From an optimization exercise on the open Yosys and OpenROAD flow, aimed at small area; shortcuts taken in it are not production practice. Only simulation tests tie the RTL to the original design; equivalence was not proved. Power and IR drop assume default switching activity. No driver is modelled on the clock port, so clocking that relies on it looks cheaper here than on a real chip.

==> job 5333 <==
==> flow/design.v <==
module sort #(
	parameter DATA_W = 32
)(
	input i_clk,
	input i_rst_n,
	input  [DATA_W*8-1:0] i_input,
	output [DATA_W*8-1:0] o_output
);
	function gt32(input [31:0] a, input [31:0] b);
		reg [3:0] g, e;
		reg c;
		integer k, n;
		begin
			for (k = 0; k < 4; k = k + 1) begin
				c = 1'b0;
				for (n = 0; n < 8; n = n + 1)
					c = (a[8*k+n] & ~b[8*k+n]) | ((a[8*k+n] | ~b[8*k+n]) & c);
				g[k] = c;
				e[k] = &(a[8*k +: 8] | ~b[8*k +: 8]);
			end
			for (n = 2; n >= 1; n = n / 2)
				for (k = 0; k < n; k = k + 1) begin
					g[k] = g[2*k+1] | (e[2*k+1] & g[2*k]);
					e[k] = e[2*k+1] & e[2*k];
				end
			gt32 = g[0];
		end
	endfunction
	reg [6:1] vld;
	always @(posedge i_clk or negedge i_rst_n) begin
		if (~i_rst_n) vld <= 6'd0;
		else         vld <= {vld[5:1], 1'b1};
	end
	wire c1_0_gt = gt32(i_input[0 +: 32], i_input[32 +: 32]);   
	wire c1_1_gt = gt32(i_input[64 +: 32], i_input[96 +: 32]);   
	wire c1_2_gt = gt32(i_input[128 +: 32], i_input[160 +: 32]);   
	wire c1_3_gt = gt32(i_input[192 +: 32], i_input[224 +: 32]);   
	wire [31:0] y1_0 = ~((i_input[0 +: 32] | {32{c1_0_gt}}) & (i_input[32 +: 32] | {32{~c1_0_gt}}));
	wire [31:0] y1_1 = ~((i_input[32 +: 32] | {32{c1_0_gt}}) & (i_input[0 +: 32] | {32{~c1_0_gt}}));
	wire [31:0] y1_2 = ~((i_input[64 +: 32] | {32{c1_1_gt}}) & (i_input[96 +: 32] | {32{~c1_1_gt}}));
	wire [31:0] y1_3 = ~((i_input[96 +: 32] | {32{c1_1_gt}}) & (i_input[64 +: 32] | {32{~c1_1_gt}}));
	wire [31:0] y1_4 = ~((i_input[128 +: 32] | {32{c1_2_gt}}) & (i_input[160 +: 32] | {32{~c1_2_gt}}));
	wire [31:0] y1_5 = ~((i_input[160 +: 32] | {32{c1_2_gt}}) & (i_input[128 +: 32] | {32{~c1_2_gt}}));
	wire [31:0] y1_6 = ~((i_input[192 +: 32] | {32{c1_3_gt}}) & (i_input[224 +: 32] | {32{~c1_3_gt}}));
	wire [31:0] y1_7 = ~((i_input[224 +: 32] | {32{c1_3_gt}}) & (i_input[192 +: 32] | {32{~c1_3_gt}}));
	reg [31:0] r1 [0:7];
	always @(posedge i_clk) begin
		r1[0] <= y1_0;
		r1[1] <= y1_1;
		r1[2] <= y1_2;
		r1[3] <= y1_3;
		r1[4] <= y1_4;
		r1[5] <= y1_5;
		r1[6] <= y1_6;
		r1[7] <= y1_7;
	end
	wire c2_0_gt = gt32(~r1[0], ~r1[2]);   
	wire c2_1_gt = gt32(~r1[1], ~r1[3]);   
	wire c2_2_gt = gt32(~r1[4], ~r1[6]);   
	wire c2_3_gt = gt32(~r1[5], ~r1[7]);   
	wire [31:0] y2_0 = ~((r1[0] | {32{c2_0_gt}}) & (r1[2] | {32{~c2_0_gt}}));
	wire [31:0] y2_2 = ~((r1[2] | {32{c2_0_gt}}) & (r1[0] | {32{~c2_0_gt}}));
	wire [31:0] y2_1 = ~((r1[1] | {32{c2_1_gt}}) & (r1[3] | {32{~c2_1_gt}}));
	wire [31:0] y2_3 = ~((r1[3] | {32{c2_1_gt}}) & (r1[1] | {32{~c2_1_gt}}));
	wire [31:0] y2_4 = ~((r1[4] | {32{c2_2_gt}}) & (r1[6] | {32{~c2_2_gt}}));
	wire [31:0] y2_6 = ~((r1[6] | {32{c2_2_gt}}) & (r1[4] | {32{~c2_2_gt}}));
	wire [31:0] y2_5 = ~((r1[5] | {32{c2_3_gt}}) & (r1[7] | {32{~c2_3_gt}}));
	wire [31:0] y2_7 = ~((r1[7] | {32{c2_3_gt}}) & (r1[5] | {32{~c2_3_gt}}));
	reg [31:0] r2 [0:7];
	always @(posedge i_clk) begin
		r2[0] <= y2_0;
		r2[1] <= y2_1;
		r2[2] <= y2_2;
		r2[3] <= y2_3;
		r2[4] <= y2_4;
		r2[5] <= y2_5;
		r2[6] <= y2_6;
		r2[7] <= y2_7;
	end
	wire c3_0_gt = gt32(r2[1], r2[2]);   
	wire c3_1_gt = gt32(r2[5], r2[6]);   
	wire [31:0] y3_1 = ~((r2[1] | {32{c3_0_gt}}) & (r2[2] | {32{~c3_0_gt}}));
	wire [31:0] y3_2 = ~((r2[2] | {32{c3_0_gt}}) & (r2[1] | {32{~c3_0_gt}}));
	wire [31:0] y3_5 = ~((r2[5] | {32{c3_1_gt}}) & (r2[6] | {32{~c3_1_gt}}));
	wire [31:0] y3_6 = ~((r2[6] | {32{c3_1_gt}}) & (r2[5] | {32{~c3_1_gt}}));
	reg [31:0] r3 [0:7];
	always @(posedge i_clk) begin
		r3[0] <= r2[0];
		r3[1] <= y3_1;
		r3[2] <= y3_2;
		r3[3] <= r2[3];
		r3[4] <= r2[4];
		r3[5] <= y3_5;
		r3[6] <= y3_6;
		r3[7] <= r2[7];
	end
	wire c4_0_gt = gt32(r3[0], r3[4]);   
	wire c4_1_gt = gt32(~r3[1], ~r3[5]);   
	wire c4_2_gt = gt32(~r3[2], ~r3[6]);   
	wire c4_3_gt = gt32(r3[3], r3[7]);   
	wire [31:0] y4_0 = ~((r3[0] | {32{c4_0_gt}}) & (r3[4] | {32{~c4_0_gt}}));
	wire [31:0] y4_4 = ~((r3[4] | {32{c4_0_gt}}) & (r3[0] | {32{~c4_0_gt}}));
	wire [31:0] y4_1 = ~((r3[1] | {32{c4_1_gt}}) & (r3[5] | {32{~c4_1_gt}}));
	wire [31:0] y4_5 = ~((r3[5] | {32{c4_1_gt}}) & (r3[1] | {32{~c4_1_gt}}));
	wire [31:0] y4_2 = ~((r3[2] | {32{c4_2_gt}}) & (r3[6] | {32{~c4_2_gt}}));
	wire [31:0] y4_6 = ~((r3[6] | {32{c4_2_gt}}) & (r3[2] | {32{~c4_2_gt}}));
	wire [31:0] y4_3 = ~((r3[3] | {32{c4_3_gt}}) & (r3[7] | {32{~c4_3_gt}}));
	wire [31:0] y4_7 = ~((r3[7] | {32{c4_3_gt}}) & (r3[3] | {32{~c4_3_gt}}));
	reg [31:0] r4 [0:7];
	always @(posedge i_clk) begin
		r4[0] <= y4_0;
		r4[1] <= y4_1;
		r4[2] <= y4_2;
		r4[3] <= y4_3;
		r4[4] <= y4_4;
		r4[5] <= y4_5;
		r4[6] <= y4_6;
		r4[7] <= y4_7;
	end
	wire c5_0_gt = gt32(r4[2], ~r4[4]);   
	wire c5_1_gt = gt32(~r4[3], r4[5]);   
	wire [31:0] y5_2 = ~((r4[2] | {32{c5_0_gt}}) & ((~r4[4]) | {32{~c5_0_gt}}));
	wire [31:0] y5_4 = ~(((~r4[4]) | {32{c5_0_gt}}) & (r4[2] | {32{~c5_0_gt}}));
	wire [31:0] y5_3 = ~((r4[3] | {32{c5_1_gt}}) & ((~r4[5]) | {32{~c5_1_gt}}));
	wire [31:0] y5_5 = ~(((~r4[5]) | {32{c5_1_gt}}) & (r4[3] | {32{~c5_1_gt}}));
	reg [31:0] r5 [0:7];
	always @(posedge i_clk) begin
		r5[0] <= r4[0];
		r5[1] <= r4[1];
		r5[2] <= y5_2;
		r5[3] <= y5_3;
		r5[4] <= y5_4;
		r5[5] <= y5_5;
		r5[6] <= r4[6];
		r5[7] <= r4[7];
	end
	wire c6_0_gt = gt32(r5[1], ~r5[2]);   
	wire c6_1_gt = gt32(r5[3], ~r5[4]);   
	wire c6_2_gt = gt32(r5[5], r5[6]);   
	reg [31:0] r6 [0:7];
	always @(posedge i_clk) begin
		r6[0] <= r5[0];
		r6[1] <= r5[1];
		r6[2] <= r5[2];
		r6[3] <= r5[3];
		r6[4] <= r5[4];
		r6[5] <= r5[5];
		r6[6] <= r5[6];
		r6[7] <= r5[7];
	end
	reg [2:0] s6, ns6;
	always @(posedge i_clk or negedge i_rst_n) begin
		if (~i_rst_n) begin
			s6[0]  <= 1'b0;
			ns6[0] <= 1'b0;
			s6[1]  <= 1'b0;
			ns6[1] <= 1'b0;
			s6[2]  <= 1'b0;
			ns6[2] <= 1'b0;
		end else begin
			s6[0]  <= c6_0_gt & vld[5];
			ns6[0] <= ~c6_0_gt & vld[5];
			s6[1]  <= c6_1_gt & vld[5];
			ns6[1] <= ~c6_1_gt & vld[5];
			s6[2]  <= c6_2_gt & vld[5];
			ns6[2] <= ~c6_2_gt & vld[5];
		end
	end
	wire [31:0] y6_1 = ((~r6[2]) & {32{s6[0]}}) | (r6[1] & {32{ns6[0]}});
	wire [31:0] y6_2 = (r6[1] & {32{s6[0]}}) | ((~r6[2]) & {32{ns6[0]}});
	wire [31:0] y6_3 = ((~r6[4]) & {32{s6[1]}}) | (r6[3] & {32{ns6[1]}});
	wire [31:0] y6_4 = (r6[3] & {32{s6[1]}}) | ((~r6[4]) & {32{ns6[1]}});
	wire [31:0] y6_5 = (r6[6] & {32{s6[2]}}) | (r6[5] & {32{ns6[2]}});
	wire [31:0] y6_6 = (r6[5] & {32{s6[2]}}) | (r6[6] & {32{ns6[2]}});
	wire [31:0] y6_0 = ~(r6[0] | {32{~vld[6]}});
	wire [31:0] y6_7 = ~(r6[7] | {32{~vld[6]}});
	assign o_output[0 +: 32] = y6_0;
	assign o_output[32 +: 32] = y6_1;
	assign o_output[64 +: 32] = y6_2;
	assign o_output[96 +: 32] = y6_3;
	assign o_output[128 +: 32] = y6_4;
	assign o_output[160 +: 32] = y6_5;
	assign o_output[192 +: 32] = y6_6;
	assign o_output[224 +: 32] = y6_7;
endmodule
==> flow/flow/run.sh <==
#!/bin/bash
# Own layout flow: the standard ORFS flow (standard.sh) with three changes:
#  - synthesis maps the logic with an area-oriented ABC script (flow/area.abc);
#    everything else in the synthesis, registers included, is the standard flow's own
#    (synth_recipe.tcl),
#  - port buffers use the smallest buffer cell,
#  - clock tree synthesis clusters more sinks per leaf buffer and inserts no
#    dummy loads.
# Each tool's output is in orfs/logs/; make's output is in run_make.log.
set -euo pipefail
W=$(pwd)
cat > "$W/own_synth.tcl" <<EOT
# The standard flow's synthesis, with ABC's mapping script replaced
proc abc {args} {
  set i [lsearch -exact \$args -script]
  if {\$i >= 0} { lset args [expr {\$i + 1}] $W/flow/area.abc }
  yosys abc {*}\$args
}
source $W/synth_recipe.tcl
EOT
bash "$W/standard.sh" \
  "SYNTH_SCRIPT=$W/own_synth.tcl" \
  "BUFFER_PORTS_ARGS=-buffer_cell sky130_fd_sc_hd__buf_1" \
  "CTS_ARGS=-sink_clustering_enable -repair_clock_nets -dont_use_dummy_load -buf_list sky130_fd_sc_hd__clkbuf_16 -sink_clustering_size 30 -sink_clustering_max_diameter 80" \
  finish > "$W/run_make.log" 2>&1
==> flow/flow/area.abc <==
strash
dc2 -b -l
dch -f
dc2 -b -l
dch -f
amap
topo
==> flow/standard.sh <==
#!/bin/bash
# synth_recipe.tcl (not shown) runs the flow's synth.tcl, then flattens the netlist and writes it again
# the make line also repeats each setting of config.mk as NAME=value (left out here)
make -C /OpenROAD-flow-scripts/flow DESIGN_CONFIG=/design/flow/config.mk WORK_HOME=/design/flow/orfs CLKGATE_MAP_FILE= SYNTH_SCRIPT=/design/flow/synth_recipe.tcl "${@:-finish}"
==> flow/config.mk <==
export PLATFORM = sky130hd
export DESIGN_NAME = sort
export DESIGN_NICKNAME = sort
export VERILOG_FILES = /design/flow/design.v
export SDC_FILE = /design/flow/constraint.sdc
export NUM_CORES = 4
export LEC_CHECK = 0
export CAP_MARGIN = 20
export CORE_MARGIN = 2
export CORE_UTILIZATION = 65
export SLEW_MARGIN = 20
==> flow/constraint.sdc <==
create_clock -name core_clock -period 4.0 [get_ports {i_clk}]
set_input_delay 0.8000 -clock core_clock [delete_from_list [all_inputs] [get_ports {i_clk}]]
set_output_delay 0.8000 -clock core_clock [all_outputs]
set_load 0.01 [all_outputs]
==> job 8308: changes against job 5333 <==
--- a/flow/design.v
+++ b/flow/design.v
@@ -8,16 +8,10 @@
 );
 	function gt32(input [31:0] a, input [31:0] b);
-		reg [3:0] g, e;
-		reg c;
+		reg [31:0] g, e;
 		integer k, n;
 		begin
-			for (k = 0; k < 4; k = k + 1) begin
-				c = 1'b0;
-				for (n = 0; n < 8; n = n + 1)
-					c = (a[8*k+n] & ~b[8*k+n]) | ((a[8*k+n] | ~b[8*k+n]) & c);
-				g[k] = c;
-				e[k] = &(a[8*k +: 8] | ~b[8*k +: 8]);
-			end
-			for (n = 2; n >= 1; n = n / 2)
+			g = a & ~b;
+			e = a | ~b;
+			for (n = 16; n >= 1; n = n / 2)
 				for (k = 0; k < n; k = k + 1) begin
 					g[k] = g[2*k+1] | (e[2*k+1] & g[2*k]);
--- a/flow/flow/run.sh
+++ b/flow/flow/run.sh
@@ -22,4 +22,4 @@
   "SYNTH_SCRIPT=$W/own_synth.tcl" \
   "BUFFER_PORTS_ARGS=-buffer_cell sky130_fd_sc_hd__buf_1" \
-  "CTS_ARGS=-sink_clustering_enable -repair_clock_nets -dont_use_dummy_load -buf_list sky130_fd_sc_hd__clkbuf_16 -sink_clustering_size 30 -sink_clustering_max_diameter 80" \
+  "CTS_ARGS=-sink_clustering_enable -repair_clock_nets -dont_use_dummy_load -buf_list sky130_fd_sc_hd__clkbuf_16 -sink_clustering_size 32 -sink_clustering_max_diameter 100" \
   finish > "$W/run_make.log" 2>&1
==> flow/flow/area.abc (replaced) <==
strash
dch -f
amap
topo
==> job 2807: changes against job 5333 <==
--- a/flow/design.v
+++ b/flow/design.v
@@ -8,16 +8,10 @@
 );
 	function gt32(input [31:0] a, input [31:0] b);
-		reg [3:0] g, e;
-		reg c;
+		reg [31:0] g, e;
 		integer k, n;
 		begin
-			for (k = 0; k < 4; k = k + 1) begin
-				c = 1'b0;
-				for (n = 0; n < 8; n = n + 1)
-					c = (a[8*k+n] & ~b[8*k+n]) | ((a[8*k+n] | ~b[8*k+n]) & c);
-				g[k] = c;
-				e[k] = &(a[8*k +: 8] | ~b[8*k +: 8]);
-			end
-			for (n = 2; n >= 1; n = n / 2)
+			g = a & ~b;
+			e = a | ~b;
+			for (n = 16; n >= 1; n = n / 2)
 				for (k = 0; k < n; k = k + 1) begin
 					g[k] = g[2*k+1] | (e[2*k+1] & g[2*k]);
==> flow/flow/area.abc (replaced) <==
strash
dch -f
amap
topo
Settings changed: CORE_UTILIZATION 65 to 60.
==> notes.md <==
CTS buffer count 58; fraction of area in multi-input gates 27.58%; WP depth 16; Die Ht 277.0 um; signal buffers share of area 4.830%; die area 76720 um2; initial cell density of the core 65.40%; sequential power share 50.0%; drt first-iter violations 4268; Comb. pwr 0.0208 W; status finished clean; area delta synth->final 11.40%; Clk Latency, worst-skew pair 0.68 ns
the above is filed under job 5333

==> notes.md <==
status finished clean; post-CTS setup buffers 0; CTS buffer count 58; final hold slack 0.1534 ns; die area 84460 um2; #FFs+latches synth 1548; fraction of area in multi-input gates 29.06%; DR WL/cell 24.10 um; Die Ht 290.6 um; signal buffers share of area 4.684%; area delta synth->final 11.92%; WP depth 8; drt first-iter violations 4116; Comb. pwr 0.0252 W; Clk Latency, worst-skew pair 0.70 ns; Final GP Congestion 1.023; Post-synth EDFFs 0; sequential power share 47.7%; initial cell density of the core 60.32%
the above is filed under job 2807

==> notes.md <==
drt first-iter violations 4729; Die Ht 279.4 um; area delta synth->final 11.35%; fraction of area in multi-input gates 29.23%; die area 78050 um2; Comb. pwr 0.0255 W; signal buffers share of area 4.594%; initial cell density of the core 65.98%; Clk Latency, worst-skew pair 0.67 ns; CTS buffer count 54; nonclk inv count 679; status finished clean
the above is filed under job 8308

==> static timing again, ports no longer ideal <==
In the flow no input, the clock included, has a driving cell. The finished layouts below were timed again as built, in two steps.
Step 1 (the two cells are an assumption about what drives the block):
set clk [get_ports {i_clk}]
set_driving_cell -lib_cell sky130_fd_sc_hd__clkbuf_16 $clk
set_driving_cell -lib_cell sky130_fd_sc_hd__buf_2 [delete_from_list [all_inputs] $clk]
Step 2, shift: input delay + t, output delay - t, t = (earliest + latest rising clock arrival at the registers) / 2. This alone moves slack from input paths to output paths.
Slacks: ideal / step 1 / step 2; pairs: ideal / step 1.
| run | t (ns) | setup WS [ns] | worst slew at a driven data input, ns |
|---|---|---|---|
| job 5333 | 0.728 | 0.207 / 0.207 / -0.243 | 0.11 |
| job 8308 | 0.718 | 0.477 / 0.437 / 0.164 | 0.15 |
| job 2807 | 0.744 | 0.464 / 0.464 / -0.158 | 0.10 |
Met with ideal ports but missed after step 2: setup timing in job 5333 and job 2807. For job 2807, which loses most, drivers alone change the setup slack by 0.000 ns; drivers and shift together by -0.622 ns.
